Background: an optimization exercise with open tools, aiming at small area. Do not read the settings as production practice.
The RTL was checked by simulation tests, not by an equivalence proof against the original design.
No activity file was given, so power comes from the tool's default toggle rates.

File: design/flow/design.v
module keyboard_PS2(
	input			clock,
	input			rst_n,		 
	input			ps2_clk,
	input			ps2_dat,
	output reg	[1:0]	gun_dir,
	output reg		bombing,
	output reg		shooting);
	reg		c1, c2, c3;
	wire	neg = ~c2 & c3;
	reg	[3:0]	num;		 
	reg	[7:0]	temp;		 
	reg			key_flag;	 
	reg			ps2_state;
	reg			d1, d2, dat_ready;
	reg	[2:0]	cls;
	reg	[2:0]	tcls;
	always @* begin
		case (temp)
			8'h23: tcls = 3'b100;
			8'h1d: tcls = 3'b101;
			8'h1c: tcls = 3'b110;
			8'h1b: tcls = 3'b111;
			8'h44: tcls = 3'b001;
			8'h32: tcls = 3'b010;
			default: tcls = 3'b000;
		endcase
	end
	wire	win = (num == 4'd10);
	always @(posedge clock) begin
		if (!rst_n) begin
			c1 <= 1'b0; c2 <= 1'b0; c3 <= 1'b0;
			num <= 4'd0;
			temp <= 8'd0;
			key_flag <= 1'b0;
			ps2_state <= 1'b1;
			cls <= 3'b000;
			d1 <= 1'b0; d2 <= 1'b0; dat_ready <= 1'b0;
			gun_dir <= 2'b00;
			shooting <= 1'b0;
			bombing <= 1'b0;
		end else begin
			c1 <= ps2_clk; c2 <= c1; c3 <= c2;
			if (neg) begin
				num <= win ? 4'd0 : num + 4'd1;
				if (num != 4'd0 && num <= 4'd8)
					temp <= {ps2_dat, temp[7:1]};
			end
			if (win) begin
				if (temp == 8'hf0)
					key_flag <= 1'b1;
				else if (!key_flag) begin
					ps2_state <= 1'b1;
					cls <= tcls;
				end else begin
					ps2_state <= 1'b0;
					key_flag <= 1'b0;
				end
			end
			d1 <= ps2_state;
			d2 <= d1;
			dat_ready <= ~d2 & d1;
			if (cls[2])
				gun_dir <= cls[1:0];
			shooting <= dat_ready & (cls == 3'b001);
			bombing <= dat_ready & (cls == 3'b010);
		end
	end
endmodule
module game_ctrl(
	input			clock,
	input			rst_n,		 
	input			reset,
	input			start,
	input		[1:0]	gun_dir,
	input			bombing,
	input			shooting,
	output reg	[1:0]	state,		 
	output reg	[15:0]	bray,
	output reg	[55:0]	bpos,
	output		[7:0]	mray,
	output reg	[27:0]	mpos,
	output reg	[3:0]	size_monster,
	output reg	[1:0]	num_bomb,
	output reg	[1:0]	play_hp,
	output		[6:0]	play_score);
	localparam [6:0] BDEAD = 7'd96, MDEAD = 7'd120;
	localparam [1:0] IDLE = 2'b00, RUN = 2'b01, WIN = 2'b10, LOSE = 2'b11;
	reg	[6:0]	cb;
	reg	[7:0]	cm;
	reg	[14:0]	cs;
	wire	t_ball = (cb == 7'd59);
	wire	t_mon = (cm == 8'd29);
	wire	t_spawn = (cs == 15'd20010);
	always @(posedge clock) begin
		if (!rst_n) begin
			cb <= 7'd64;
			cm <= 8'd128;
			cs <= 15'd16384;
		end else begin
			cb <= t_ball ? 7'd1 : {cb[5:0], cb[6] ^ cb[5]};
			cm <= t_mon ? 8'd1 : {cm[6:0], cm[7] ^ cm[5] ^ cm[4] ^ cm[3]};
			cs <= t_spawn ? 15'd1 : {cs[13:0], cs[14] ^ cs[13]};
		end
	end
	reg	[15:0]	tmp;
	always @(posedge clock) begin
		if (!rst_n)
			tmp <= 16'h5555;
		else if (t_spawn)
			tmp <= {tmp[14:0], tmp[15] ^ tmp[11] ^ tmp[2] ^ tmp[0]};
	end
	wire	[1:0]	sp_dir = tmp[8:7];
	wire			sp_size = tmp[6];
	reg	[5:0]	h;		 
	reg			s0;		 
	assign play_score = {h, s0};
	reg	[2:0]	addr_b;
	reg	[1:0]	addr_m;
	reg	[7:0]	mdir;
	reg	[3:0]	mf;
	genvar gj;
	generate for (gj = 0; gj < 4; gj = gj + 1) begin : g_mray
		assign mray[2*gj+1:2*gj] = {mdir[2*gj+1] ^ mf[gj], mdir[2*gj]};
	end endgenerate
	function w5;	 
		input [6:0] v;
		w5 = (v[6:3] == 4'b0000 && v[2:0] <= 3'd5) || (v[6:3] == 4'b1111 && v[2:0] >= 3'd3);
	endfunction
	reg	[31:0]	col;
	reg	[7:0]	kill_b;
	reg	[3:0]	kill_m;
	reg			anycol;
	reg	[3:0]	alive;
	reg			anygun;
	reg	[2:0]	nalive;
	integer i, j;
	always @* begin
		for (i = 0; i < 8; i = i + 1)
			for (j = 0; j < 4; j = j + 1)
				col[4*i+j] = ((bray[2*i+:2] == mray[2*j+:2]) && w5(bpos[7*i+:7] - mpos[7*j+:7]))
					|| (bpos[7*i+:7] == 7'd5 && mpos[7*j+:7] == 7'd0);
		anycol = 1'b0;
		kill_b = 8'd0;
		kill_m = 4'd0;
		for (i = 0; i < 32; i = i + 1)
			if (!anycol && col[i]) begin
				anycol = 1'b1;
				kill_b[i/4] = 1'b1;
				kill_m[i%4] = 1'b1;
			end
		anygun = 1'b0;
		nalive = 3'd0;
		for (j = 0; j < 4; j = j + 1) begin
			alive[j] = (mpos[7*j+3+:4] != 4'b1111);
			if (mpos[7*j+:7] <= 7'd9)
				anygun = 1'b1;
			nalive = nalive + alive[j];
		end
	end
	function [6:0] satadd;
		input [5:0] hh;
		input [2:0] k;
		reg [6:0] s;
		begin
			s = hh + k;
			satadd = (s <= 7'd49) ? {s[5:0], 1'b0} : {6'd49, 1'b1};
		end
	endfunction
	reg	[6:0]	bomb_score;
	always @* begin
		case (nalive)
			3'd1: bomb_score = satadd(h, 3'd1);
			3'd2: bomb_score = satadd(h, 3'd2);
			3'd3: bomb_score = satadd(h, 3'd3);
			3'd4: bomb_score = (h <= 6'd45) ? {h + 6'd3, 1'b0} : {6'd49, 1'b1};
			default: bomb_score = {h, s0};
		endcase
	end
	wire	rs = reset;
	wire	e_shot = !rs && shooting;
	wire	e_spawn = !rs && !shooting && t_spawn;
	wire	e_bt = !rs && !shooting && !t_spawn && t_ball;
	wire	e_mt = !rs && !shooting && !t_spawn && !t_ball && t_mon;
	wire	free = !rs && !shooting && !t_spawn && !t_ball && !t_mon;
	wire	e_col = free && anycol;
	wire	e_gun = free && !anycol && anygun;
	wire	bomb_eff = bombing && (num_bomb != 2'd0);
	reg	[6:0]	b, d;
	always @(posedge clock) begin
		if (!rst_n) begin
			state <= IDLE;
			num_bomb <= 2'd3;
			play_hp <= 2'd3;
			h <= 6'd0;
			s0 <= 1'b0;
			addr_b <= 3'd0;
			addr_m <= 2'd0;
			size_monster <= 4'd0;
			mdir <= 8'd0;
			mf <= 4'd0;
			mpos <= {4{MDEAD}};
			bray <= 16'd0;
			bpos <= {8{BDEAD}};
		end else begin
			case (state)
				IDLE: begin
					num_bomb <= 2'd3;
					play_hp <= 2'd3;
					h <= 6'd0;
					s0 <= 1'b0;
					if (start)
						state <= RUN;
					else begin
						mpos <= {4{MDEAD}};
						bpos <= {8{BDEAD}};
					end
				end
				RUN: begin
					if (e_shot) begin
						addr_b <= addr_b + 3'd1;
						bray[2*addr_b+:2] <= gun_dir;
						bpos[7*addr_b+:7] <= 7'd5;
					end
					if (e_spawn) begin
						addr_m <= addr_m + 2'd1;
						mdir[2*addr_m+:2] <= sp_dir;
						size_monster[addr_m] <= sp_size;
						mf[addr_m] <= 1'b0;
						mpos[7*addr_m+:7] <= sp_dir[0] ? 7'd50 : 7'd70;
					end
					if (e_bt)
						for (i = 0; i < 8; i = i + 1) begin
							b = bpos[7*i+:7];
							bpos[7*i+:7] <= (b >= (bray[2*i] ? 7'd55 : 7'd75)) ? BDEAD : b + 7'd1;
						end
					if (e_mt)
						for (j = 0; j < 4; j = j + 1) begin
							d = mpos[7*j+:7];
							if (alive[j]) begin
								if (!mf[j]) begin
									if (d == 7'd0) begin
										mf[j] <= 1'b1;
										mpos[7*j+:7] <= 7'd1;
									end else
										mpos[7*j+:7] <= d - 7'd1;
								end else
									mpos[7*j+:7] <= (d == (mdir[2*j] ? 7'd55 : 7'd75)) ? MDEAD : d + 7'd1;
							end
						end
					if (e_col) begin
						{h, s0} <= satadd(h, 3'd1);
						for (i = 0; i < 8; i = i + 1)
							if (kill_b[i]) bpos[7*i+:7] <= BDEAD;
						for (j = 0; j < 4; j = j + 1)
							if (kill_m[j]) mpos[7*j+:7] <= MDEAD;
					end
					if (e_gun) begin
						if (play_hp != 2'd0)
							play_hp <= play_hp - 2'd1;
						else
							state <= LOSE;
						mpos <= {4{MDEAD}};
						bpos <= {8{BDEAD}};
					end
					if (rs)
						state <= IDLE;
					if (s0)
						state <= WIN;
					if (bomb_eff) begin
						{h, s0} <= bomb_score;
						mpos <= {4{MDEAD}};
						bpos <= {8{BDEAD}};
						num_bomb <= num_bomb - 2'd1;
					end
				end
				default: begin
					if (rs)
						state <= IDLE;
				end
			endcase
		end
	end
endmodule
module bin2bcd(
	input			clock,
	input			rst_n,
	input		[6:0]	bin,
	output reg	[3:0]	y2,
	output reg	[3:0]	y3);
	reg	[1:0]	state;
	reg	[6:0]	A;
	reg	[3:0]	temp;
	always @(posedge clock) begin
		if (!rst_n) begin
			state <= 2'd0;
			A <= 7'd0;
			temp <= 4'd0;
			y2 <= 4'd0;
			y3 <= 4'd0;
		end else begin
			case (state)
				2'd0: begin
					A <= bin;
					temp <= 4'd0;
					state <= 2'd1;
				end
				2'd1: begin
					temp <= 4'd0;
					state <= 2'd2;
				end
				default: begin
					if (A >= 7'd10) begin
						A <= A - 7'd10;
						temp <= temp + 4'd1;
					end else begin
						y2 <= temp;
						y3 <= A[3:0];
						state <= 2'd0;
					end
				end
			endcase
		end
	end
endmodule
module seg7_decoder(
	input		[1:0]	dat1_i,		 
	input		[1:0]	dat2_i,		 
	input		[3:0]	dat3_i,		 
	input		[3:0]	dat4_i,		 
	output		[6:0]	seg1_o,
	output		[6:0]	seg2_o,
	output		[6:0]	seg3_o,
	output		[6:0]	seg4_o);
	function [6:0] seg;
		input [3:0] d;
		case (d)
			4'h0: seg = 7'b1000000;
			4'h1: seg = 7'b1111001;
			4'h2: seg = 7'b0100100;
			4'h3: seg = 7'b0110000;
			4'h4: seg = 7'b0011001;
			4'h5: seg = 7'b0010010;
			4'h6: seg = 7'b0000010;
			4'h7: seg = 7'b1111000;
			4'h8: seg = 7'b0000000;
			4'h9: seg = 7'b0011000;
			default: seg = 7'b1111111;
		endcase
	endfunction
	assign seg1_o = seg({2'b00, dat1_i});
	assign seg2_o = seg({2'b00, dat2_i});
	assign seg3_o = seg(dat3_i);
	assign seg4_o = seg(dat4_i);
endmodule
module display_ctrl(
	input			clock,
	input			rst_n,
	input		[1:0]	gun_dir,
	input		[1:0]	state,		 
	input		[15:0]	bray,
	input		[55:0]	bpos,
	input		[7:0]	mray,
	input		[27:0]	mpos,
	input		[3:0]	size_monster,
	output reg	[2:0]	colour,
	output reg	[7:0]	x,
	output reg	[6:0]	y);
	always @(posedge clock) begin
		if (!rst_n) begin
			x <= 8'd0;
			y <= 7'd0;
		end else if (x != 8'd159) begin
			x <= x + 8'd1;
		end else begin
			x <= 8'd0;
			y <= (y != 7'd119) ? y + 7'd1 : 7'd0;
		end
	end
	wire	region = (x >= 8'd10) && (x <= 8'd150) && (y >= 7'd10) && (y <= 7'd110);
	wire	gunbox = (x >= 8'd75) && (x <= 8'd85) && (y >= 7'd55) && (y <= 7'd65);
	wire	ymid = (y >= 7'd58) && (y <= 7'd62);
	wire	xmid = (x >= 8'd78) && (x <= 8'd82);
	reg		gun_on;
	always @* begin
		case (gun_dir)
			2'b00: gun_on = (x <= 8'd80) || ymid;
			2'b01: gun_on = (y >= 7'd60) || xmid;
			2'b10: gun_on = (x >= 8'd80) || ymid;
			default: gun_on = (y <= 7'd60) || xmid;
		endcase
	end
	wire	hb = (y >= 7'd57) && (y <= 7'd63);
	wire	[7:0]	xd = (x > 8'd80) ? x - 8'd80 : 8'd80 - x;
	wire	[6:0]	yd = (y < 7'd60) ? 7'd60 - y : y - 7'd60;
	wire	[6:0]	q = hb ? xd[6:0] : yd;
	wire	[1:0]	s = hb ? ((x > 8'd80) ? 2'b00 : 2'b10) : ((y < 7'd60) ? 2'b01 : 2'b11);
	wire	bband = ((y >= 7'd59) && (y <= 7'd61)) || ((x >= 8'd79) && (x <= 8'd81));
	wire	mband = hb || ((x >= 8'd77) && (x <= 8'd83));
	reg		ballhit, monhit, monred;
	reg	[6:0]	v;
	integer i;
	always @* begin
		ballhit = 1'b0;
		for (i = 0; i < 8; i = i + 1) begin
			v = q - bpos[7*i+:7];
			if (bray[2*i+:2] == s && (v == 7'd0 || v == 7'd1 || v == 7'd127))
				ballhit = 1'b1;
		end
		monhit = 1'b0;
		monred = 1'b0;
		for (i = 3; i >= 0; i = i - 1) begin
			v = q - mpos[7*i+:7];
			if (mray[2*i+:2] == s && (v <= 7'd3 || v >= 7'd125)) begin
				monhit = 1'b1;
				monred = size_monster[i];
			end
		end
	end
	always @(posedge clock) begin
		if (!rst_n)
			colour <= 3'b000;
		else begin
			case (state)
				2'b01: begin
					if (!region)
						colour <= 3'b000;
					else if (gunbox)
						colour <= gun_on ? 3'b100 : 3'b000;
					else if (bband && ballhit)
						colour <= 3'b010;
					else if (mband && monhit)
						colour <= monred ? 3'b100 : 3'b001;
					else
						colour <= 3'b000;
				end
				2'b10: colour <= 3'b010;
				2'b11: colour <= 3'b100;
				default: colour <= 3'b000;
			endcase
		end
	end
endmodule
module Shooter_top
	(
		CLOCK_50,
		RESETN,
		SW,
		PS2_CLK,
		PS2_DAT,
		HEX3,
		HEX2,
		HEX1,
		HEX0,
		LEDR,
		PIX_X,
		PIX_Y,
		PIX_COLOUR
	);
	input			CLOCK_50;
	input			RESETN;
	input	[17:0]	SW;
	input			PS2_CLK;
	input			PS2_DAT;
	output	[6:0]	HEX3;
	output	[6:0]	HEX2;
	output	[6:0]	HEX1;
	output	[6:0]	HEX0;
	output	[15:0]	LEDR;
	output	[7:0]	PIX_X;
	output	[6:0]	PIX_Y;
	output	[2:0]	PIX_COLOUR;
	wire	[1:0]	gun_dir;
	wire			shooting, bombing;
	wire	[1:0]	state;
	wire	[15:0]	bray;
	wire	[55:0]	bpos;
	wire	[7:0]	mray;
	wire	[27:0]	mpos;
	wire	[3:0]	size_monster;
	wire	[1:0]	num_bomb, play_hp;
	wire	[6:0]	play_score;
	wire	[3:0]	dat1, dat2;
	assign LEDR = {6'b0, play_hp, 1'b0, play_score};
	keyboard_PS2 u1(
		.clock(CLOCK_50), .rst_n(RESETN), .ps2_clk(PS2_CLK), .ps2_dat(PS2_DAT),
		.gun_dir(gun_dir), .bombing(bombing), .shooting(shooting));
	game_ctrl u2(
		.clock(CLOCK_50), .rst_n(RESETN), .reset(SW[0]), .start(SW[1]),
		.gun_dir(gun_dir), .bombing(bombing), .shooting(shooting),
		.state(state), .bray(bray), .bpos(bpos), .mray(mray), .mpos(mpos),
		.size_monster(size_monster), .num_bomb(num_bomb), .play_hp(play_hp),
		.play_score(play_score));
	bin2bcd u3(
		.clock(CLOCK_50), .rst_n(RESETN), .bin(play_score), .y2(dat1), .y3(dat2));
	seg7_decoder u4(
		.dat1_i(num_bomb), .dat2_i(play_hp), .dat3_i(dat1), .dat4_i(dat2),
		.seg1_o(HEX3), .seg2_o(HEX2), .seg3_o(HEX1), .seg4_o(HEX0));
	display_ctrl u5(
		.clock(CLOCK_50), .rst_n(RESETN), .gun_dir(gun_dir), .state(state),
		.bray(bray), .bpos(bpos), .mray(mray), .mpos(mpos), .size_monster(size_monster),
		.colour(PIX_COLOUR), .x(PIX_X), .y(PIX_Y));
endmodule
File: design/flow/run.sh
#!/bin/bash
# synth_recipe.tcl (not shown) runs the flow's synth.tcl, then flattens the netlist and writes it again
# the make line also repeats each setting of config.mk as NAME=value (left out here)
make -C /OpenROAD-flow-scripts/flow DESIGN_CONFIG=/design/flow/config.mk WORK_HOME=/design/flow/orfs CLKGATE_MAP_FILE= SYNTH_SCRIPT=/design/flow/synth_recipe.tcl finish
File: design/flow/config.mk
export PLATFORM = sky130hd
export DESIGN_NAME = Shooter_top
export DESIGN_NICKNAME = Shooter_top
export VERILOG_FILES = /design/flow/design.v
export SDC_FILE = /design/flow/constraint.sdc
export NUM_CORES = 8
export LEC_CHECK = 0
export ABC_AREA = 1
export CAP_MARGIN = 20
export CORE_MARGIN = 2
export CORE_UTILIZATION = 35
export GPL_ROUTABILITY_DRIVEN = 1
export SLEW_MARGIN = 20
File: design/flow/constraint.sdc
create_clock -name core_clock -period 20.0 [get_ports {CLOCK_50}]
set_input_delay 4.0000 -clock core_clock [delete_from_list [all_inputs] [get_ports {CLOCK_50}]]
set_output_delay 4.0000 -clock core_clock [all_outputs]
set_load 0.01 [all_outputs]
==> impl_metrics.py, run 1 <==
metrics = {
    "flow_run": {
        "max_cap_violations": 0,
    },
    "routing": {
        "vias": 32500,
        "wl_per_cell_um": 18.27,
        "wl_met1_um": 49780,
        "top_layer": "met4",
        "route.met2.wl_um": 49150,
        "ant_nets": 0,
        "first_pass_iters": 6,
        "drt_iter0_drc": 2836,
        "finalWirelength_um": 110500,
        "met3_length_um": 7725,
        "drc": 0,
        "viasPerCell": 5.372,
    },
    "logic_synthesis": {
        "synthArstFlopShare_pct": 0,
        "yosys_warnings": 5,
        "synth_cells": 4846,
        "synth_top_area_share_pct": 16.58,
        "post_synth_num_cell_types": 70,
        "syn_area_per_cell_um2": 6.480,
        "synth_edf_count": 0,
        "synth_top_cell_by_area": "dfxtp_1",
        "ys_seq_area_share_pct": 16.58,
        "ys_ff_latch": 260,
        "synthTopCellsByArea": "dfxtp_1, ha_1, nand2_1",
        "ys.flop_type": "dfxtp_1",
        "netlist_area_um2": 31400,
    },
    "floorplanning": {
        "core_area_um2": 88650,
        "rows": 109,
        "dieArea_um2": 92130,
        "die_h_um": 303.5,
        "initial_utilization_pct": 35.42,
        "num_io_pins": 84,
        "die_w_um": 303.5,
    },
    "clock_tree": {
        "cts_hold_buf": 0,
        "clk_pin_slew_worst_paths_ns": 0.06,
        "cts.sinks": 260,
        "cts_tree": "yes",
        "clock_path_buffers": 3,
        "cts_root_buf": "clkbuf_16",
        "numCtsBuffers": 36,
        "cts_resized": 0,
        "clk-insertion-delay-late_ns": 0.57,
        "cts_setup_buffers": 0,
        "htreeDepth": 2,
    },
    "critical_path": {
        "setup.worst_path.start_class": "register",
        "r2r_slack_ns": 13.19,
        "crit_required_ns": 20.47,
        "arrival_ns": 7.28,
        "cp_max_fo": 24,
        "path_class": "register to register",
        "cp_slowest_cell": "inv_1",
        "cp-end-kind": "register",
        "critPathMaxStageDelay_ns": 0.87,
        "cpMostUsedCell": "nand2_1",
    },
    "timing": {
        "skew_ns": 0.01714,
        "setup_tns_ns": 0,
        "rsz0062_at_grt": "no",
        "finalCritPeriodShare_pct": 34.07,
        "slew_violations": 0,
        "setup_violations": 0,
        "fmax_mhz": 146.7,
        "hold_viol": 0,
        "max_slew.worst_pin.slew_ns": 1.219,
        "min_period_ns": 6.815,
        "slew_headroom_pct": 18.08,
    },
    "pwr": {
        "powerDensity_nw_per_um2": 73.77,
        "netSwitchingFraction_pct": 45.65,
        "pwr-share-clk_pct": 26.8,
        "pwr-share-comb_pct": 48.3,
        "p_sw_mw": 1.162,
        "seqPwrFrac_pct": 24.9,
        "peakVddDrop_mv": 0.07381,
        "p_leak_nw": 15.17,
        "intPower_mw": 1.383,
    },
    "grt": {
        "grtUsageTotal_pct": 23.70,
        "grt_pass1_wl_um": 171000,
        "grt_max_degree": 60,
        "antenna_found_initial": 1,
        "grt_pass1_vias": 29890,
        "grt_overflow": 0,
    },
    "status": {
        "status": "timing/DRC/antenna clean",
    },
    "finish": {
        "n_antenna_cell": 0,
        "syn_to_final_growth_pct": 9.846,
        "drive_gt1_share_pct": 3.951,
        "multi_input_area_um2": 23030,
        "fillers": 9479,
        "seq_area_um2": 5205,
        "layout.cells.non_filler": 6050,
        "nets": 5315,
    },
    "worst_hold_path": {
        "hp-class": "register to register",
    },
    "placed_design": {
        "port_buffers": 58,
        "globalplace.congestion": 0.9915,
        "dp.final_hpwl_um": 78970,
        "dp_cells": 5987,
    },
}
[per-stage QoR]
step,util (%),hold WS [ns],total power [mW],setup WS (ns),instance area (µm²)
after CTS,38.91,0.3975,2.544,13.29,34490
after global placement,37.52,0.3806,1.836,12.71,33260
after detailed placement,37.52,0.3846,1.848,12.70,33260
final,38.91,0.3939,2.545,13.19,34490
after global routing,38.91,0.4155,2.723,12.81,34490
after floorplan,-,0.3682,1.500,14.27,31430
[path summary, 6_finish.rpt]
check / from / depth (start not counted) / endpoint
max: u5.y[3]$_SDFFE_PN0P_ / 28 / u5.colour[2]$_SDFF_PN0_
min: u1.d2$_SDFF_PN0_ / 1 / u1.dat_ready$_SDFF_PN0_
max reg2reg: u5.y[3]$_SDFFE_PN0P_ / 28 / u5.colour[2]$_SDFF_PN0_
min reg2reg: u1.d2$_SDFF_PN0_ / 1 / u1.dat_ready$_SDFF_PN0_
[cells in the mapped netlist, drive strengths merged, types with 17 or more instances]
cell    number
o211ai      21
o31ai       43
o22ai       21
nor2       698
nor4        28
buf         53
nand3b      19
nand3      309
nand2      743
dfxtp      260
o21ai      335
o21a        25
nand4       96
inv        679
o21bai      23
nor3        95
clkbuf      92
ha         388
xor2       264
or2         17
fa          45
a21oi      378
xnor2       83
[layer usage]
| layer | track usage [%] | vias to the layer above |
|---|---|---|
| met2 | 38.94 | 1123 |
| met3 | 2.570 | 200 |
| li1 | - | 16100 |
| met4 | 7.855 | 0 |
| met1 | 32.28 | 15070 |
| met5 | 0 | - |
[critical path, delay by kind of cell (launching register included)]
kind	cells	cell delay, ns
xor+xnor	1	0.15
buf+inv	6	2.09
flops	1	0.57
simple gates	12	1.94
compound gates	8	1.51
fa+ha+maj	1	0.40
[area by class of cell]
type	count	area share, %
inverters	688	7.501
clock buffers	47	2.967
clock inverters	16	0.5949
flip-flops and latches	260	15.09
well taps	1165	4.226
repair buffers	113	2.866
multi-input cells	3761	66.75
[flip-flops by register name, indices dropped and copies added, names as in the netlist, 8 cells and up]
| name | count |
|---|---|
| u5.x | 8 |
| u2.cm | 8 |
| u2.mdir | 8 |
| u1.temp | 8 |
| u2.cs | 15 |
| u2.tmp | 16 |
| u2.bpos | 56 |
| u2.bray | 16 |
| u2.mpos | 28 |
[layout by cell type, fill, tap and decap left out, types with 23 or more instances in the layout]
cell and count:
o21bai_1 23, nand4_1 92, fa_1 45, nand3_1 303
nor4_1 27, o21ai_0 303, nand2_1 736, nor2_1 678
o21ai_1 29, xor2_1 263, ha_1 388, nor3_1 94
inv_1 663, dfxtp_1 260, xnor2_1 82, buf_4 55
o31ai_1 43, o21a_1 25, a21oi_1 375, clkdlybuf4s50_1 57
clkbuf_16 37
[cell families (layout without fill, tap and decap cells)]
kind of cell | after synthesis | count (layout) | share of synthesized area, %
xor+xnor | 347 | 347 | 9.726
buf+inv | 833 | 864 | 10.36
compound gates | 938 | 938 | 16.88
flops | 260 | 260 | 16.58
fa+ha+maj | 433 | 433 | 18.33
other cells | 1 | 9 | 0.01194
simple gates | 2034 | 2034 | 28.11
[power by group through the flow]
| stage | Combinational (mW) | Sequential (mW) | Clock (mW) |
|---|---|---|---|
| after global routing | 1.37 | 0.641 | 0.714 |
| after floorplan | 0.890 | 0.610 | 0 |
| after global placement | 1.19 | 0.644 | 0 |
| after detailed placement | 1.20 | 0.643 | 0 |
| after CTS | 1.21 | 0.633 | 0.700 |
| final | 1.23 | 0.634 | 0.682 |
==> inputs of run 2 (changes only) <==
--- a/design/flow/design.v
+++ b/design/flow/design.v
@@ -86,6 +86,42 @@
 	output		[6:0]	play_score);
 	localparam [6:0] BDEAD = 7'd96, MDEAD = 7'd120;
 	localparam [1:0] IDLE = 2'b00, RUN = 2'b01, WIN = 2'b10, LOSE = 2'b11;
+	function [6:0] sub7;
+		input [6:0] a, b;
+		integer k;
+		reg c;
+		begin
+			c = 1'b1;
+			for (k = 0; k < 7; k = k + 1) begin
+				sub7[k] = a[k] ^ ~b[k] ^ c;
+				c = (a[k] & ~b[k]) | (a[k] & c) | (~b[k] & c);
+			end
+		end
+	endfunction
+	function [6:0] inc7;
+		input [6:0] a;
+		integer k;
+		reg c;
+		begin
+			c = 1'b1;
+			for (k = 0; k < 7; k = k + 1) begin
+				inc7[k] = a[k] ^ c;
+				c = a[k] & c;
+			end
+		end
+	endfunction
+	function [6:0] dec7;
+		input [6:0] a;
+		integer k;
+		reg c;
+		begin
+			c = 1'b1;
+			for (k = 0; k < 7; k = k + 1) begin
+				dec7[k] = a[k] ^ c;
+				c = ~a[k] & c;
+			end
+		end
+	endfunction
 	reg	[6:0]	cb;
 	reg	[7:0]	cm;
 	reg	[14:0]	cs;
@@ -123,10 +159,6 @@
 	generate for (gj = 0; gj < 4; gj = gj + 1) begin : g_mray
 		assign mray[2*gj+1:2*gj] = {mdir[2*gj+1] ^ mf[gj], mdir[2*gj]};
 	end endgenerate
-	function w5;	 
-		input [6:0] v;
-		w5 = (v[6:3] == 4'b0000 && v[2:0] <= 3'd5) || (v[6:3] == 4'b1111 && v[2:0] >= 3'd3);
-	endfunction
 	reg	[31:0]	col;
 	reg	[7:0]	kill_b;
 	reg	[3:0]	kill_m;
@@ -134,12 +166,16 @@
 	reg	[3:0]	alive;
 	reg			anygun;
 	reg	[2:0]	nalive;
+	reg	[6:0]	v;
 	integer i, j;
 	always @* begin
 		for (i = 0; i < 8; i = i + 1)
-			for (j = 0; j < 4; j = j + 1)
-				col[4*i+j] = ((bray[2*i+:2] == mray[2*j+:2]) && w5(bpos[7*i+:7] - mpos[7*j+:7]))
-					|| (bpos[7*i+:7] == 7'd5 && mpos[7*j+:7] == 7'd0);
+			for (j = 0; j < 4; j = j + 1) begin
+				v = sub7(bpos[7*i+:7], mpos[7*j+:7]);
+				col[4*i+j] = ((bray[2*i+:2] == mray[2*j+:2]) && v[6:4] == 3'b000 &&
+					(!v[3] || (!v[2] && !(v[1] && v[0]))))
+					|| (bpos[7*i+:7] == 7'd10 && mpos[7*j+:7] == 7'd0);
+			end
 		anycol = 1'b0;
 		kill_b = 8'd0;
 		kill_m = 4'd0;
@@ -153,8 +189,8 @@
 		nalive = 3'd0;
 		for (j = 0; j < 4; j = j + 1) begin
 			alive[j] = (mpos[7*j+3+:4] != 4'b1111);
-			if (mpos[7*j+:7] <= 7'd9)
-				anygun = 1'b1;
+			if (mpos[7*j+4+:3] == 3'b000 && (!mpos[7*j+3] || mpos[7*j+1+:2] == 2'b00))
+				anygun = 1'b1;		 
 			nalive = nalive + alive[j];
 		end
 	end
@@ -220,7 +256,7 @@
 					if (e_shot) begin
 						addr_b <= addr_b + 3'd1;
 						bray[2*addr_b+:2] <= gun_dir;
-						bpos[7*addr_b+:7] <= 7'd5;
+						bpos[7*addr_b+:7] <= 7'd10;
 					end
 					if (e_spawn) begin
 						addr_m <= addr_m + 2'd1;
@@ -232,7 +268,10 @@
 					if (e_bt)
 						for (i = 0; i < 8; i = i + 1) begin
 							b = bpos[7*i+:7];
-							bpos[7*i+:7] <= (b >= (bray[2*i] ? 7'd55 : 7'd75)) ? BDEAD : b + 7'd1;
+							if (bray[2*i] ? (b[6] || (b[5] && b[4] && b[3] && b[2])) : (b[6] && (b[5] || b[4])))
+								bpos[7*i+:7] <= BDEAD;
+							else
+								bpos[7*i+:7] <= inc7(b);
 						end
 					if (e_mt)
 						for (j = 0; j < 4; j = j + 1) begin
@@ -243,9 +282,9 @@
 										mf[j] <= 1'b1;
 										mpos[7*j+:7] <= 7'd1;
 									end else
-										mpos[7*j+:7] <= d - 7'd1;
+										mpos[7*j+:7] <= dec7(d);
 								end else
-									mpos[7*j+:7] <= (d == (mdir[2*j] ? 7'd55 : 7'd75)) ? MDEAD : d + 7'd1;
+									mpos[7*j+:7] <= (d == (mdir[2*j] ? 7'd55 : 7'd75)) ? MDEAD : inc7(d);
 							end
 						end
 					if (e_col) begin
@@ -394,24 +433,38 @@
 	wire	[7:0]	xd = (x > 8'd80) ? x - 8'd80 : 8'd80 - x;
 	wire	[6:0]	yd = (y < 7'd60) ? 7'd60 - y : y - 7'd60;
 	wire	[6:0]	q = hb ? xd[6:0] : yd;
+	wire	[6:0]	qb = q + 7'd4;		 
+	wire	[6:0]	qm = q - 7'd3;		 
 	wire	[1:0]	s = hb ? ((x > 8'd80) ? 2'b00 : 2'b10) : ((y < 7'd60) ? 2'b01 : 2'b11);
 	wire	bband = ((y >= 7'd59) && (y <= 7'd61)) || ((x >= 8'd79) && (x <= 8'd81));
 	wire	mband = hb || ((x >= 8'd77) && (x <= 8'd83));
+	function [6:0] sub7;
+		input [6:0] a, b;
+		integer k;
+		reg c;
+		begin
+			c = 1'b1;
+			for (k = 0; k < 7; k = k + 1) begin
+				sub7[k] = a[k] ^ ~b[k] ^ c;
+				c = (a[k] & ~b[k]) | (a[k] & c) | (~b[k] & c);
+			end
+		end
+	endfunction
 	reg		ballhit, monhit, monred;
 	reg	[6:0]	v;
 	integer i;
 	always @* begin
 		ballhit = 1'b0;
 		for (i = 0; i < 8; i = i + 1) begin
-			v = q - bpos[7*i+:7];
-			if (bray[2*i+:2] == s && (v == 7'd0 || v == 7'd1 || v == 7'd127))
+			v = sub7(bpos[7*i+:7], qb);
+			if (bray[2*i+:2] == s && v[6:2] == 5'd0 && v[1:0] != 2'b11)
 				ballhit = 1'b1;
 		end
 		monhit = 1'b0;
 		monred = 1'b0;
 		for (i = 3; i >= 0; i = i - 1) begin
-			v = q - mpos[7*i+:7];
-			if (mray[2*i+:2] == s && (v <= 7'd3 || v >= 7'd125)) begin
+			v = sub7(mpos[7*i+:7], qm);
+			if (mray[2*i+:2] == s && v[6:3] == 4'd0 && v[2:0] != 3'b111) begin
 				monhit = 1'b1;
 				monred = size_monster[i];
 			end
--- a/design/flow/config.mk
+++ b/design/flow/config.mk
@@ -5,7 +5,6 @@
 export SDC_FILE = /design/flow/constraint.sdc
 export NUM_CORES = 8
 export LEC_CHECK = 0
-export ABC_AREA = 1
 export CAP_MARGIN = 20
 export CORE_MARGIN = 2
 export CORE_UTILIZATION = 35
==> impl_metrics.py, run 2 <==
metrics = {
    "status": {
        "status": "timing/DRC/antenna clean",
    },
    "finish": {
        "largest_registers": "u2.bpos: 56 flops, u2.mpos: 28 flops",
        "syn_to_final_growth_pct": 9.927,
        "final_cell_mix": "dfxtp_1, nor2_1, inv_1",
        "nets": 3248,
        "mostFrequentLayoutCell": "dfxtp_1",
        "n_antenna_cell": 0,
        "largest_reg_flops": 56,
        "drive_gt1_share_pct": 6.248,
        "top_register": "u2.bpos",
    },
    "worst_hold_path": {
        "min_from": "u1.d2$_SDFF_PN0_",
        "worstHoldEndpoint": "u1.dat_ready$_SDFF_PN0_",
        "hp-class": "register to register",
        "holdPathStages": 1,
    },
    "logic_synthesis": {
        "post_synth_num_cell_types": 94,
        "netlist_area_um2": 24890,
        "synth_top_cell_by_area": "dfxtp_1",
        "yosys_warnings": 5,
        "ys_ff_latch": 260,
        "ys_seq_area_share_pct": 20.91,
        "synth_edf_count": 0,
        "synth.most_common_cell": "dfxtp_1",
        "synth_top_area_share_pct": 20.91,
        "synthTopCellsByArea": "dfxtp_1, fa_1, ha_1",
        "synth_cells": 2824,
        "synthArstFlopShare_pct": 0,
        "ys_top_cells_by_count": "dfxtp_1, nor2_1, inv_1",
        "syn_area_per_cell_um2": 8.815,
        "ys.flop_type": "dfxtp_1",
    },
    "routing": {
        "finalWirelength_um": 80510,
        "first_pass_iters": 7,
        "vias": 21230,
        "drt_iter0_drc": 2168,
        "viasPerCell": 5.627,
        "ant_nets": 0,
        "drc": 0,
        "wl_per_cell_um": 21.34,
    },
    "critical_path": {
        "setup.worst_path.start_class": "register",
        "reg2regPathDepth": 21,
        "crit_required_ns": 20.53,
        "crit-reg2reg-launch": "u5.y[3]$_SDFFE_PN0P_",
        "cp_max_fo": 18,
        "cp-end-kind": "register",
        "arrival_ns": 8.29,
        "rr_endpoint": "u5.colour[2]$_SDFF_PN0_",
        "r2r_slack_ns": 12.24,
        "path_class": "register to register",
    },
    "grt": {
        "grt_overflow": 0,
        "grtUsageTotal_pct": 21.66,
        "grt_max_degree": 63,
        "antenna_found_initial": 0,
        "grt_pass1_vias": 20340,
        "grt_pass1_wl_um": 123700,
    },
    "floorplanning": {
        "die_h_um": 270.7,
        "num_io_pins": 84,
        "core_area_um2": 70270,
        "rows": 97,
        "die_w_um": 270.7,
        "initial_utilization_pct": 35.42,
        "dieArea_um2": 73270,
    },
    "timing": {
        "setup_violations": 0,
        "max_slew.worst_pin.slew_ns": 1.216,
        "finalCritPeriodShare_pct": 38.78,
        "slew_headroom_pct": 18.22,
        "hold_viol": 0,
        "rsz0062_at_grt": "no",
        "setup_tns_ns": 0,
        "slew_violations": 0,
        "min_period_ns": 7.755,
        "skew_ns": 0.01744,
        "fmax_mhz": 128.9,
    },
    "flow_run": {
        "max_cap_violations": 0,
    },
    "clock_tree": {
        "clock_path_buffers": 3,
        "cts_setup_buffers": 0,
        "cts.sinks": 260,
        "cts_resized": 0,
        "cts_tree": "yes",
        "htreeDepth": 1,
        "clk_pin_slew_worst_paths_ns": 0.07,
        "cts_root_buf": "clkbuf_16",
        "cts_hold_buf": 0,
        "numCtsBuffers": 30,
        "clk-insertion-delay-late_ns": 0.62,
    },
    "pwr": {
        "p_leak_nw": 10.57,
        "powerDensity_nw_per_um2": 44.36,
        "peakVddDrop_mv": 0.06757,
        "p_total_mw": 1.214,
    },
    "placed_design": {
        "dp.final_hpwl_um": 58450,
        "port_buffers": 58,
        "globalplace.congestion": 0.9571,
    },
}
[run 2: changes by cell type after synthesis, moves of 176 or more]
cell     change
nand2_1    -563
nor2_1     -439
inv_1      -434
nand3_1    -223
a21oi_1    -220
xor2_1     -201
ha_1       -196
fa_1       +176
[run 2: metrics by stage]
stage / std cells / worst slack, ns / utilization [%] / cell area, µm² / hold slack, ns
floorplan: 2832 / 13.26 / - / 24920 / 0.3674
global placement: 3719 / 12.48 / 37.50 / 26350 / 0.3723
detailed placement: 3719 / 12.48 / 37.51 / 26360 / 0.3796
CTS: 3771 / 12.47 / 38.92 / 27350 / 0.3887
global route: 3773 / 11.80 / 38.94 / 27360 / 0.4066
finish: 3773 / 12.24 / 38.94 / 27360 / 0.3866
[run 2: kinds of logic after synthesis]
group	count (synthesis)	synth area share, %
other	1	0.01506
AOI/OAI and AO/OA	671	19.03
and+or+nand+nor	840	16.84
adders and majority gates	413	27.42
muxes	46	1.900
xor gates and xnor gates	207	7.585
DFF	260	20.91
buffers and inverters	386	6.288
[run 2: worst max-delay path: stages, from the launching register on]
cell and delay [ns]:
dfxtp_1 0.69, ha_1 0.41, nand2_1 0.16, a32oi_2 0.28, nand2_2 0.35, o311ai_0 0.23, o21ai_1 0.26, ha_1 0.35
inv_1 0.40, fa_1 0.61, fa_1 0.40, fa_1 0.40, xor2_1 0.56, nor4_1 0.21, o41ai_1 0.37, o21ai_0 0.21
a221o_1 0.33, a311oi_1 0.21, nand4_1 0.15, o311a_1 0.26, or4_1 0.55, a311oi_1 0.28
[run 2: cell type report]
cell class / count / area, µm²
Clock buffer: 37 / 807.0
Inverter: 232 / 873.3
Tap cell: 940 / 1176
Clock inverter: 15 / 181.4
Fill cell: 7110 / 42910
Multi-Input combinational cell: 2186 / 18200
Timing Repair Buffer: 103 / 917.1
Sequential cell: 260 / 5206
[run 2: metal layers]
layer  track usage (%)  vias to the layer above  routed length [µm]  share of wire [%]
met1             29.04                    10310               35030                 44
met2             34.01                      811               35530                 44
met5                 0                        -                   0                  0
met3             4.526                      163                6469                8.0
met4             8.564                        0                3477                4.3
li1                  -                     9949                   -                  -
[run 2: worst max path at each step]
stage                    startpoint                       end  slack [ns]  cells after the start
2_1_floorplan  u5.y[2]$_SDFFE_PN0P_   u5.colour[2]$_SDFF_PN0_       13.26                     23
3_3_place_gp   u5.y[3]$_SDFFE_PN0P_   u5.colour[2]$_SDFF_PN0_       12.48                     21
3_5_place_dp                  SW[0]  u2.bpos[23]$_SDFFE_PN0P_       12.48                      8
4_1_cts        u5.y[3]$_SDFFE_PN0P_   u5.colour[2]$_SDFF_PN0_       12.47                     21
5_1_grt        u5.y[3]$_SDFFE_PN0P_   u5.colour[2]$_SDFF_PN0_       11.80                     21
6_report       u5.y[3]$_SDFFE_PN0P_   u5.colour[2]$_SDFF_PN0_       12.24                     21
[run 2: power by group]
part           switching, mW  leakage, nW  internal, mW  total, mW
registers             0.0128         2.10         0.529      0.542
logic                 0.0640         7.98        0.0362      0.100
clock network          0.248        0.490         0.324      0.572
==> inputs of run 3 (changes only) <==
--- a/design/flow/design.v
+++ b/design/flow/design.v
@@ -371,26 +371,31 @@
 	output		[6:0]	seg2_o,
 	output		[6:0]	seg3_o,
 	output		[6:0]	seg4_o);
-	function [6:0] seg;
+	function [6:0] seg03;
+		input [1:0] d;
+		seg03 = {~d[1], d[1] | d[0], d[0], ~d[1] & d[0], d[1] & ~d[0], 1'b0, ~d[1] & d[0]};
+	endfunction
+	function [6:0] seg09;
+		input [3:0] d;
+		begin
+			seg09[0] = (~d[0] & ~d[1] & d[2]) | (d[0] & ~d[1] & ~d[2] & ~d[3]);
+			seg09[1] = (d[0] & ~d[1] & d[2]) | (~d[0] & d[1] & d[2]);
+			seg09[2] = ~d[0] & d[1] & ~d[2];
+			seg09[3] = (d[0] & ~d[1] & ~d[2]) | (~d[0] & ~d[1] & d[2]) | (d[0] & d[1] & d[2]);
+			seg09[4] = d[0] | (~d[1] & d[2]);
+			seg09[5] = (d[0] & d[1]) | (d[1] & ~d[2]) | (d[0] & ~d[2] & ~d[3]);
+			seg09[6] = (d[0] & d[1] & d[2]) | (~d[1] & ~d[2] & ~d[3]);
+		end
+	endfunction
+	function [6:0] segeven;
 		input [3:0] d;
-		case (d)
-			4'h0: seg = 7'b1000000;
-			4'h1: seg = 7'b1111001;
-			4'h2: seg = 7'b0100100;
-			4'h3: seg = 7'b0110000;
-			4'h4: seg = 7'b0011001;
-			4'h5: seg = 7'b0010010;
-			4'h6: seg = 7'b0000010;
-			4'h7: seg = 7'b1111000;
-			4'h8: seg = 7'b0000000;
-			4'h9: seg = 7'b0011000;
-			default: seg = 7'b1111111;
-		endcase
+		segeven = {~d[1] & ~d[2] & ~d[3], d[1] & ~d[2], d[0] | (~d[1] & d[2]),
+			d[0] | (~d[1] & d[2]), d[1] & ~d[2], d[1] & d[2], ~d[1] & d[2]};
 	endfunction
-	assign seg1_o = seg({2'b00, dat1_i});
-	assign seg2_o = seg({2'b00, dat2_i});
-	assign seg3_o = seg(dat3_i);
-	assign seg4_o = seg(dat4_i);
+	assign seg1_o = seg03(dat1_i);
+	assign seg2_o = seg03(dat2_i);
+	assign seg3_o = seg09(dat3_i);
+	assign seg4_o = segeven(dat4_i);
 endmodule
 module display_ctrl(
 	input			clock,
==> design/flow/flow/run.sh (new file) <==
#!/bin/bash
# Standard ORFS layout, with one extra step: after the standard synthesis, the
# combinational logic between the registers is re-optimised with ABC (deepsyn); every
# register instance is kept as the standard synthesis made it.
set -euo pipefail
cd "$(dirname "$0")/.."
WORK=$PWD
R=$WORK/orfs/results/$FLOW_PLATFORM/Shooter_top/base
LIB=$FLOW_HOME/platforms/$FLOW_PLATFORM/lib/sky130_fd_sc_hd__tt_025C_1v80.lib
YOSYS=$(command -v yosys || echo /OpenROAD-flow-scripts/tools/install/yosys/bin/yosys)

# 1. standard synthesis
bash standard.sh $R/1_2_yosys.v > synth_standard.log 2>&1
cp $R/1_2_yosys.v $WORK/std_1_2_yosys.v

# 2. re-optimise the logic
DU=$(grep -o 'cell *( *"\?sky130_fd_sc_hd__\(lpflow\|probe\)[a-z0-9_]*' $LIB | sed 's/.*(\s*"\?//' | sort -u | sed 's/^/-dont_use /' | tr '\n' ' ')
sed -e "s|@LIB@|$LIB|g" -e "s|@IN@|$WORK/std_1_2_yosys.v|g" -e "s|@OUT@|$WORK/reopt.v|g" \
    -e "s|@DU@|$DU|g" -e "s|@TOP@|$FLOW_TOP|g" flow/reopt.ys > reopt_run.ys
$YOSYS -s reopt_run.ys > reopt.log 2>&1
n0=$(grep -c 'sky130_fd_sc_hd__df' $WORK/std_1_2_yosys.v)
n1=$(grep -c 'sky130_fd_sc_hd__df' $WORK/reopt.v)
if [[ "$n0" != "$n1" ]]; then echo "register count changed: $n0 -> $n1" >&2; exit 1; fi
cp $WORK/reopt.v $R/1_2_yosys.v
touch $R/1_2_yosys.v

# 3. the rest of the standard layout
bash standard.sh > layout.log 2>&1
==> design/flow/flow/reopt.ys (new file) <==
read_liberty -ignore_miss_func @LIB@
read_verilog @IN@
hierarchy -top @TOP@
setattr -mod -set keep_hierarchy 1 sky130_fd_sc_hd__df*
flatten
hierarchy -top @TOP@
setattr -mod -set blackbox 1 sky130_fd_sc_hd__df*
opt -purge
tee -o reopt_stat_before.txt stat
abc -liberty @LIB@ @DU@ -script "+strash; &get -n; &deepsyn -T 60; &put; dch; map -a; topo"
opt_clean -purge
hilomap -singleton -hicell sky130_fd_sc_hd__conb_1 HI -locell sky130_fd_sc_hd__conb_1 LO
splitnets
opt_clean -purge
tee -o reopt_stat.txt stat -liberty @LIB@
write_verilog -noattr -noexpr -nohex -nodec @OUT@
==> design/flow/standard.sh (new file) <==
#!/bin/bash
# synth_recipe.tcl (not shown) runs the flow's synth.tcl, then flattens the netlist and writes it again
# the make line also repeats each setting of config.mk as NAME=value (left out here)
make -C /OpenROAD-flow-scripts/flow DESIGN_CONFIG=/design/flow/config.mk WORK_HOME=/design/flow/orfs CLKGATE_MAP_FILE= SYNTH_SCRIPT=/design/flow/synth_recipe.tcl "${@:-finish}"
--- a/design/flow/config.mk
+++ b/design/flow/config.mk
@@ -7,6 +7,8 @@
 export LEC_CHECK = 0
 export CAP_MARGIN = 20
 export CORE_MARGIN = 2
-export CORE_UTILIZATION = 35
+export CORE_UTILIZATION = 55
+export CTS_BUF_LIST = sky130_fd_sc_hd__clkbuf_4
+export CTS_CLUSTER_SIZE = 20
 export GPL_ROUTABILITY_DRIVEN = 1
 export SLEW_MARGIN = 20
removed: design/flow/run.sh
==> impl_metrics.py, run 3 <==
metrics = {
    "status": {
        "status": "timing/DRC/antenna clean",
    },
    "clock_tree": {
        "clk-insertion-delay-late_ns": 0.84,
        "clock_path_buffers": 3,
        "clk_pin_slew_worst_paths_ns": 0.07,
        "cts_hold_buf": 0,
        "cts_tree": "yes",
        "htreeDepth": 3,
        "cts_setup_buffers": 0,
        "cts.sinks": 246,
        "cts_resized": 0,
        "numCtsBuffers": 70,
        "cts_root_buf": "clkbuf_4",
    },
    "finish": {
        "stdcell_area_um2": 22560,
        "largest_reg_flops": 56,
        "nets": 3562,
        "top_register": "u2.bpos",
        "largest_registers": "u2.bpos: 56 flops, u2.mpos: 28 flops",
        "drive_gt1_share_pct": 5.520,
        "final_cell_mix": "nor2_1, clkinv_1, nand2_1",
        "syn_to_final_growth_pct": 13.22,
        "mostFrequentLayoutCell": "nor2_1",
    },
    "pwr": {
        "netSwitchingFraction_pct": 30.76,
        "peakVddDrop_mv": 0.06250,
        "pwr-share-clk_pct": 45.0,
        "seqPwrFrac_pct": 46.9,
        "p_sw_mw": 0.3306,
        "pwr-share-comb_pct": 8.1,
        "powerDensity_nw_per_um2": 47.64,
        "intPower_mw": 0.7444,
        "p_leak_nw": 8.154,
    },
    "timing": {
        "hold_viol": 0,
        "max_slew.worst_pin.slew_ns": 1.253,
        "finalCritPeriodShare_pct": 41.46,
        "min_period_ns": 8.293,
        "setup_tns_ns": 0,
        "rsz0062_at_grt": "no",
        "slew_violations": 0,
        "fmax_mhz": 120.6,
        "slew_headroom_pct": 16.16,
        "skew_ns": 0.06428,
        "setup_violations": 0,
    },
    "floorplanning": {
        "core_area_um2": 35660,
        "num_io_pins": 84,
        "die_h_um": 194.4,
        "rows": 69,
        "die_w_um": 194.4,
        "initial_utilization_pct": 55.89,
        "dieArea_um2": 37770,
    },
    "flow_run": {
        "max_cap_violations": 0,
    },
    "critical_path": {
        "path_delay_family": "simple AND/OR/NAND/NOR gates",
        "path_class": "register to register",
        "cpMostUsedCell": "nand2_1",
        "cp-end-kind": "register",
        "worst-path-buf-inv": 5,
        "cp_slowest_cell": "clkinv_1",
        "setup.worst_path.start_class": "register",
        "crit_required_ns": 20.70,
        "arrival_ns": 8.99,
        "cp_max_fo": 15,
        "critPathMaxStageDelay_ns": 1.10,
    },
    "routing": {
        "drt_iter0_drc": 4454,
        "finalWirelength_um": 109800,
        "vias": 28360,
        "first_pass_iters": 21,
        "viasPerCell": 6.971,
        "drc": 0,
        "ant_nets": 0,
        "wl_per_cell_um": 26.99,
    },
    "grt": {
        "grt_overflow": 0,
        "antenna_found_initial": 15,
        "grt_max_degree": 56,
        "grtUsageTotal_pct": 56.37,
        "grt_pass1_vias": 25690,
        "grt_pass1_wl_um": 158200,
    },
    "logic_synthesis": {
        "yosys_warnings": 5,
        "netlist_area_um2": 19930,
        "synth_cells": 3328,
        "syn_area_per_cell_um2": 5.988,
    },
    "placed_design": {
        "globalplace.congestion": 1.168,
        "place_area_um2": 21670,
        "dp.final_hpwl_um": 75270,
        "port_buffers": 58,
    },
    "worst_hold_path": {
        "hp-class": "register to register",
    },
}
==> run 3: worst paths after layout <==
| path | startpoint | end | slack (ns) | cells after the start |
|---|---|---|---|---|
| worst min-delay path | u1.d2$_SDFF_PN0_ | u1.dat_ready$_SDFF_PN0_ | 0.39 | 1 |
| worst max register to register | u2.mpos[1]$_SDFFE_PN0P_ | u2.bpos[3]$_SDFFE_PN0P_ | 11.71 | 28 |
| worst max-delay path | u2.mpos[1]$_SDFFE_PN0P_ | u2.bpos[3]$_SDFFE_PN0P_ | 11.71 | 28 |
| worst min register to register | u1.d2$_SDFF_PN0_ | u1.dat_ready$_SDFF_PN0_ | 0.39 | 1 |
==> run 3: power groups by stage <==
| stage | Clock (mW) | Combinational, mW | Sequential [mW] |
|---|---|---|---|
| after floorplan | 0 | 0.0552 | 0.512 |
| final | 0.484 | 0.0874 | 0.504 |
| after CTS | 0.477 | 0.0823 | 0.503 |
| after detailed placement | 0 | 0.0816 | 0.514 |
| after global routing | 0.502 | 0.0933 | 0.504 |
| after global placement | 0 | 0.0793 | 0.514 |
==> run 3: layout make-up <==
class | instances | area (µm²)
multi-input cells | 2606 | 13230
fillers | 3293 | 13090
flip-flops and latches | 246 | 4925
inverters | 484 | 1817
repair buffers | 132 | 1131
clock buffers | 90 | 675.6
well taps | 461 | 576.8
clock inverters | 29 | 160.2
diodes | 20 | 50.05
==> run 3: routing by layer <==
metal | global-route usage [%] | vias to the layer above | share of wire, %
met5 | 3.065 | - | 0.39
met1 | 61.99 | 12570 | 32
met2 | 77.48 | 2680 | 37
li1 | - | 12070 | -
met3 | 32.80 | 1024 | 18
met4 | 47.01 | 22 | 12
==> run 3: per-stage QoR <==
step                total power, mW  cells  utilization [%]  hold WS (ns)  setup WS (ns)
finish                        1.075   4068            63.28        0.3909          11.71
CTS                           1.063   4048            63.12        0.3965          12.44
global route                  1.099   4050            63.16        0.4066          12.08
detailed placement           0.5961   3929            60.78        0.3912          12.04
floorplan                    0.5671   3336                -        0.3734          13.27
global placement             0.5936   3929            60.78        0.3777          12.15
==> inputs of run 4 (changes only) <==
--- a/design/flow/config.mk
+++ b/design/flow/config.mk
@@ -7,8 +7,7 @@
 export LEC_CHECK = 0
 export CAP_MARGIN = 20
 export CORE_MARGIN = 2
-export CORE_UTILIZATION = 55
-export CTS_BUF_LIST = sky130_fd_sc_hd__clkbuf_4
-export CTS_CLUSTER_SIZE = 20
+export CORE_UTILIZATION = 50
 export GPL_ROUTABILITY_DRIVEN = 1
+export GPL_TIMING_DRIVEN = 0
 export SLEW_MARGIN = 20
==> impl_metrics.py, run 4 <==
metrics = {
    "critical_path": {
        "crit-reg2reg-launch": "u2.mpos[18]$_SDFFE_PN1P_",
        "cp_slowest_cell": "nor2_1",
        "cp-end-kind": "register",
        "critPathMaxStageDelay_ns": 1.19,
        "rr_endpoint": "u2.bpos[4]$_SDFFE_PN0P_",
        "worstPathCellList": "clkinv_1 > nor2_1 > clkinv_1 > nor2_1 > o21ai_0 > a2111oi_0 > o2111ai_1 > o21ai_0 > clkinv_1 > nand3_1 > nor3_1 > nand2_1 > clkinv_1 > nand2_1 > nand2_1 > nor2_2 > clkinv_1 > or2_2 > o32ai_1",
        "arrival_ns": 9.55,
        "path_delay_family": "simple AND/OR/NAND/NOR gates",
        "crit_required_ns": 20.49,
        "cp_max_fo": 13,
        "worst-path-buf-inv": 5,
        "reg2regPathDepth": 19,
        "r2r_slack_ns": 10.94,
        "setup.worst_path.start_class": "register",
        "path_class": "register to register",
        "cpMostUsedCell": "clkinv_1",
    },
    "logic_synthesis": {
        "syn_area_per_cell_um2": 5.988,
        "yosys_warnings": 5,
        "netlist_area_um2": 19930,
        "synth_cells": 3328,
    },
    "pwr": {
        "powerDensity_nw_per_um2": 51.64,
        "p_leak_nw": 7.876,
        "p_total_mw": 1.159,
        "peakVddDrop_mv": 0.06153,
    },
    "floorplanning": {
        "dieArea_um2": 41470,
        "core_area_um2": 39550,
        "die_w_um": 203.6,
        "num_io_pins": 84,
        "rows": 73,
        "initial_utilization_pct": 50.39,
        "die_h_um": 203.6,
    },
    "finish": {
        "syn_to_final_growth_pct": 12.62,
        "drive_gt1_share_pct": 2.838,
        "mostFrequentLayoutCell": "nor2_1",
        "largest_reg_flops": 56,
        "largest_registers": "u2.bpos: 56 flops, u2.mpos: 28 flops",
        "final_cell_mix": "nor2_1, clkinv_1, nand2_1",
        "fillers": 4019,
        "top_register": "u2.bpos",
        "nets": 3453,
    },
    "clock_tree": {
        "clk-insertion-delay-late_ns": 0.61,
        "clock_path_buffers": 3,
        "cts_hold_buf": 0,
        "cts_setup_buffers": 0,
        "numCtsBuffers": 28,
        "htreeDepth": 1,
        "cts_resized": 0,
        "cts.sinks": 246,
        "cts_tree": "yes",
        "clk_pin_slew_worst_paths_ns": 0.06,
        "cts_root_buf": "clkbuf_16",
    },
    "routing": {
        "vias": 26870,
        "ant_nets": 0,
        "wl_per_cell_um": 26.42,
        "drt_iter0_drc": 4548,
        "viasPerCell": 6.744,
        "finalWirelength_um": 105300,
        "drc": 0,
        "first_pass_iters": 8,
    },
    "worst_hold_path": {
        "holdPathStages": 1,
        "worstHoldEndpoint": "u1.dat_ready$_SDFF_PN0_",
        "hp-class": "register to register",
        "min_from": "u1.d2$_SDFF_PN0_",
    },
    "placed_design": {
        "dp.final_hpwl_um": 71880,
        "port_buffers": 58,
        "globalplace.congestion": 1.138,
    },
    "grt": {
        "grt_overflow": 0,
        "grtUsageTotal_pct": 49.22,
        "antenna_found_initial": 3,
        "grt_pass1_wl_um": 150900,
        "grt_pass1_vias": 24090,
        "grt_max_degree": 56,
    },
    "timing": {
        "hold_viol": 0,
        "slew_violations": 0,
        "rsz0062_at_grt": "no",
        "max_slew.worst_pin.slew_ns": 1.403,
        "setup_tns_ns": 0,
        "finalCritPeriodShare_pct": 45.29,
        "skew_ns": 0.02932,
        "min_period_ns": 9.059,
        "slew_headroom_pct": 6.099,
        "fmax_mhz": 110.4,
        "setup_violations": 0,
    },
    "status": {
        "status": "timing/DRC/antenna clean",
    },
    "flow_run": {
        "max_cap_violations": 0,
    },
}
-- run 4: worst max-delay path by stage --
stage                                  start                  endpoint  slack [ns]  depth (start not counted)
floorplan                             RESETN  u2.bpos[28]$_SDFFE_PN0P_       13.27                         11
global placement                      RESETN  u2.bpos[28]$_SDFFE_PN0P_        7.41                         12
detailed placement                     SW[0]   u2.bpos[4]$_SDFFE_PN0P_       11.54                         12
CTS                                    SW[0]   u2.bpos[4]$_SDFFE_PN0P_       12.10                         12
global route         u2.mpos[8]$_SDFFE_PN0P_   u2.bpos[5]$_SDFFE_PN1P_       11.32                         28
finish              u2.mpos[18]$_SDFFE_PN1P_   u2.bpos[4]$_SDFFE_PN0P_       10.94                         19
-- run 4: final cells by class --
class                   count  area (µm²)  share of cell area, %
diodes                      6       15.01                0.06690
flip-flops and latches    246        4935                  21.99
well taps                 525       656.9                  2.927
clock buffers              38       778.2                  3.468
repair buffers             65       713.2                  3.178
inverters                 484        1818                  8.100
clock inverters            14       224.0                 0.9979
multi-input cells        2606       13300                  59.28
-- run 4: power breakdown --
group          switching, mW  total [mW]  internal (mW)
Combinational         0.0640      0.0876         0.0236
Clock                  0.230       0.567          0.338
Sequential           0.00858       0.504          0.495
Total                  0.302        1.16          0.857
-- run 4: metal layers --
metal	track usage (%)	share of wire, %	wire (µm)
met5	0	0.13	133
met4	37.25	10	10570
met3	21.68	17	17920
met2	67.92	38	39760
met1	59.66	35	36890
-- run 4: metrics by stage --
stage / hold slack (ns) / utilization, % / setup slack, ns / std cells / area, µm²
after floorplan: 0.3734 / - / 13.27 / 3336 / 19960
after global routing: 0.4210 / 56.72 / 11.32 / 3979 / 22430
after CTS: 0.4128 / 56.68 / 12.10 / 3978 / 22420
after detailed placement: 0.3988 / 54.14 / 11.54 / 3926 / 21410
after global placement: 0.3798 / 53.60 / 7.410 / 3919 / 21200
final: 0.4067 / 56.75 / 10.94 / 3984 / 22440
==> inputs of run 5 (changes only) <==
--- a/design/flow/config.mk
+++ b/design/flow/config.mk
@@ -7,7 +7,6 @@
 export LEC_CHECK = 0
 export CAP_MARGIN = 20
 export CORE_MARGIN = 2
-export CORE_UTILIZATION = 50
+export CORE_UTILIZATION = 35
 export GPL_ROUTABILITY_DRIVEN = 1
-export GPL_TIMING_DRIVEN = 0
 export SLEW_MARGIN = 20
==> impl_metrics.py, run 5 <==
metrics = {
    "status": {
        "status": "timing/DRC/antenna clean",
    },
    "timing": {
        "rsz0062_at_grt": "no",
        "slew_violations": 0,
        "max_slew.worst_pin.slew_ns": 1.295,
        "setup_tns_ns": 0,
        "setup_violations": 0,
        "hold_viol": 0,
        "finalCritPeriodShare_pct": 42.32,
        "min_period_ns": 8.464,
        "hold_ws_ns": 0.3909,
        "fmax_mhz": 118.1,
        "skew_ns": 0.02823,
        "slew_headroom_pct": 13.32,
    },
    "critical_path": {
        "worst-path-buf-inv": 7,
        "cpMostUsedCell": "nand2_1",
        "setup.worst_path.start_class": "register",
        "cp_max_fo": 14,
        "crit-reg2reg-launch": "u2.mpos[8]$_SDFFE_PN0P_",
        "cp_slowest_cell": "nor2_1",
        "path_delay_family": "simple AND/OR/NAND/NOR gates",
        "path_class": "register to register",
        "reg2regPathDepth": 29,
        "rr_endpoint": "u2.bpos[3]$_SDFFE_PN0P_",
        "r2r_slack_ns": 11.54,
        "cp-end-kind": "register",
        "arrival_ns": 8.96,
        "crit_required_ns": 20.50,
        "crit_cells": 29,
        "critPathMaxStageDelay_ns": 0.64,
    },
    "floorplanning": {
        "initial_utilization_pct": 35.34,
        "core_area_um2": 56390,
        "rows": 87,
        "dieArea_um2": 58860,
        "die_w_um": 242.6,
        "die_h_um": 242.6,
        "num_io_pins": 84,
    },
    "pwr": {
        "pwr-share-clk_pct": 49.1,
        "powerDensity_nw_per_um2": 50.50,
        "intPower_mw": 0.8513,
        "pwr-share-comb_pct": 7.6,
        "p_total_mw": 1.164,
        "p_leak_nw": 8.141,
        "peakVddDrop_mv": 0.07004,
        "seqPwrFrac_pct": 43.3,
        "p_sw_mw": 0.3125,
        "netSwitchingFraction_pct": 26.85,
    },
    "routing": {
        "ant_nets": 0,
        "finalWirelength_um": 106700,
        "drc": 0,
        "vias": 26200,
        "viasPerCell": 6.121,
        "wl_per_cell_um": 24.94,
        "drt_iter0_drc": 3519,
        "first_pass_iters": 8,
    },
    "clock_tree": {
        "clk_pin_slew_worst_paths_ns": 0.06,
        "cts_setup_buffers": 0,
        "cts_root_buf": "clkbuf_16",
        "cts.sinks": 246,
        "clock_path_buffers": 3,
        "cts_tree": "yes",
        "cts_resized": 0,
        "clk-insertion-delay-late_ns": 0.62,
        "numCtsBuffers": 30,
        "htreeDepth": 1,
        "cts_hold_buf": 0,
    },
    "worst_hold_path": {
        "holdPathStages": 1,
        "min_from": "u1.d2$_SDFF_PN0_",
        "hp-class": "register to register",
        "worstHoldEndpoint": "u1.dat_ready$_SDFF_PN0_",
    },
    "finish": {
        "largest_reg_flops": 56,
        "final_cell_mix": "nor2_1, clkinv_1, nand2_1",
        "syn_to_final_growth_pct": 15.63,
        "mostFrequentLayoutCell": "nor2_1",
        "top_register": "u2.bpos",
        "stdcell_area_um2": 23040,
        "layout.cells.non_filler": 4280,
        "largest_registers": "u2.bpos: 56 flops, u2.mpos: 28 flops",
        "nets": 3520,
        "drive_gt1_share_pct": 3.950,
    },
    "placed_design": {
        "port_buffers": 58,
        "globalplace.congestion": 1.123,
        "place_area_um2": 22020,
        "dp.final_hpwl_um": 75790,
        "dp_cells": 4222,
    },
    "grt": {
        "grtUsageTotal_pct": 34.77,
        "antenna_found_initial": 5,
        "grt_overflow": 0,
        "grt_pass1_vias": 23110,
        "grt_max_degree": 56,
        "grt_pass1_wl_um": 152600,
    },
    "logic_synthesis": {
        "yosys_warnings": 5,
        "syn_area_per_cell_um2": 5.988,
        "synth_cells": 3328,
        "netlist_area_um2": 19930,
    },
    "flow_run": {
        "max_cap_violations": 0,
    },
}
## run 5: power groups by stage
stage	combinational (mW)	clock, mW	sequential [mW]
2_1_floorplan	0.0552	0	0.512
6_report	0.0879	0.572	0.504
3_3_place_gp	0.0848	0	0.515
3_5_place_dp	0.0843	0	0.515
5_1_grt	0.0955	0.596	0.504
4_1_cts	0.0847	0.576	0.504
## run 5: worst max-delay path by stage
| stage | start | endpoint | slack, ns |
|---|---|---|---|
| 2_1_floorplan | RESETN | u2.bpos[28]$_SDFFE_PN0P_ | 13.27 |
| 3_3_place_gp | RESETN | u2.bpos[28]$_SDFFE_PN0P_ | 11.71 |
| 3_5_place_dp | RESETN | u2.bpos[28]$_SDFFE_PN0P_ | 11.69 |
| 4_1_cts | u2.mpos[8]$_SDFFE_PN0P_ | u2.bpos[3]$_SDFFE_PN0P_ | 12.30 |
| 5_1_grt | u2.mpos[8]$_SDFFE_PN0P_ | u2.bpos[3]$_SDFFE_PN0P_ | 11.82 |
| 6_report | u2.mpos[8]$_SDFFE_PN0P_ | u2.bpos[3]$_SDFFE_PN0P_ | 11.54 |
## run 5: per-layer routing
layer	track usage (%)	vias to the layer above	wire length (µm)
met4	25.41	2	9649
met3	10.10	503	14540
met1	44.15	11880	40660
met2	49.89	1875	41870
li1	-	11930	-
met5	0	-	15
## run 5: final cells by class
class | count | area (µm²)
timing repair buffer | 130 | 1116
clock buffer | 41 | 842.1
inverter | 484 | 1817
tap | 756 | 945.9
sequential | 246 | 4925
clock inverter | 12 | 165.2
multi-input combinational | 2606 | 13220
antenna | 5 | 12.51
fill | 6310 | 33340
## run 5: stage by stage
| stage | util, % | setup WS, ns |
|---|---|---|
| after floorplan | - | 13.27 |
| after global placement | 39.06 | 11.71 |
| after detailed placement | 39.06 | 11.69 |
| after CTS | 40.84 | 12.30 |
| after global routing | 40.84 | 11.82 |
| final | 40.87 | 11.54 |

==> afterwards: timing with drivers on the ports <==
The flow's constraints put no driver on any port. The routed layouts listed below were extracted and timed again, unchanged, in two steps. Step 1, drivers: a clkbuf_16 drives CLOCK_50 and a buf_2 each remaining input, both assumed. Step 2 moves the port delays by t, midway between the first and last clock arrival at a register: inputs arrive t later, outputs are due t later. That takes back most of the time a late clock gives input paths. Three values: ideal ports, drivers, drivers and shift; two values: the first two.
run | t (ns) | setup slack, ns | worst register clock-pin slew, ns
run 1 | 0.629 | 13.185 / 13.185 / 12.627 | 0.06 / 0.06
run 2 | 0.681 | 12.245 / 12.245 / 12.245 | 0.07 / 0.07
run 3 | 0.865 | 11.707 / 11.707 / 11.637 | 0.09 / 0.09
run 4 | 0.659 | 10.941 / 10.941 / 10.859 | 0.07 / 0.07
run 5 | 0.672 | 11.536 / 11.536 / 11.527 | 0.07 / 0.07
After both steps every run listed still meets setup and hold. The setup slack of run 1, which loses most, moves by 0.000 ns with the drivers and by -0.558 ns with both steps.
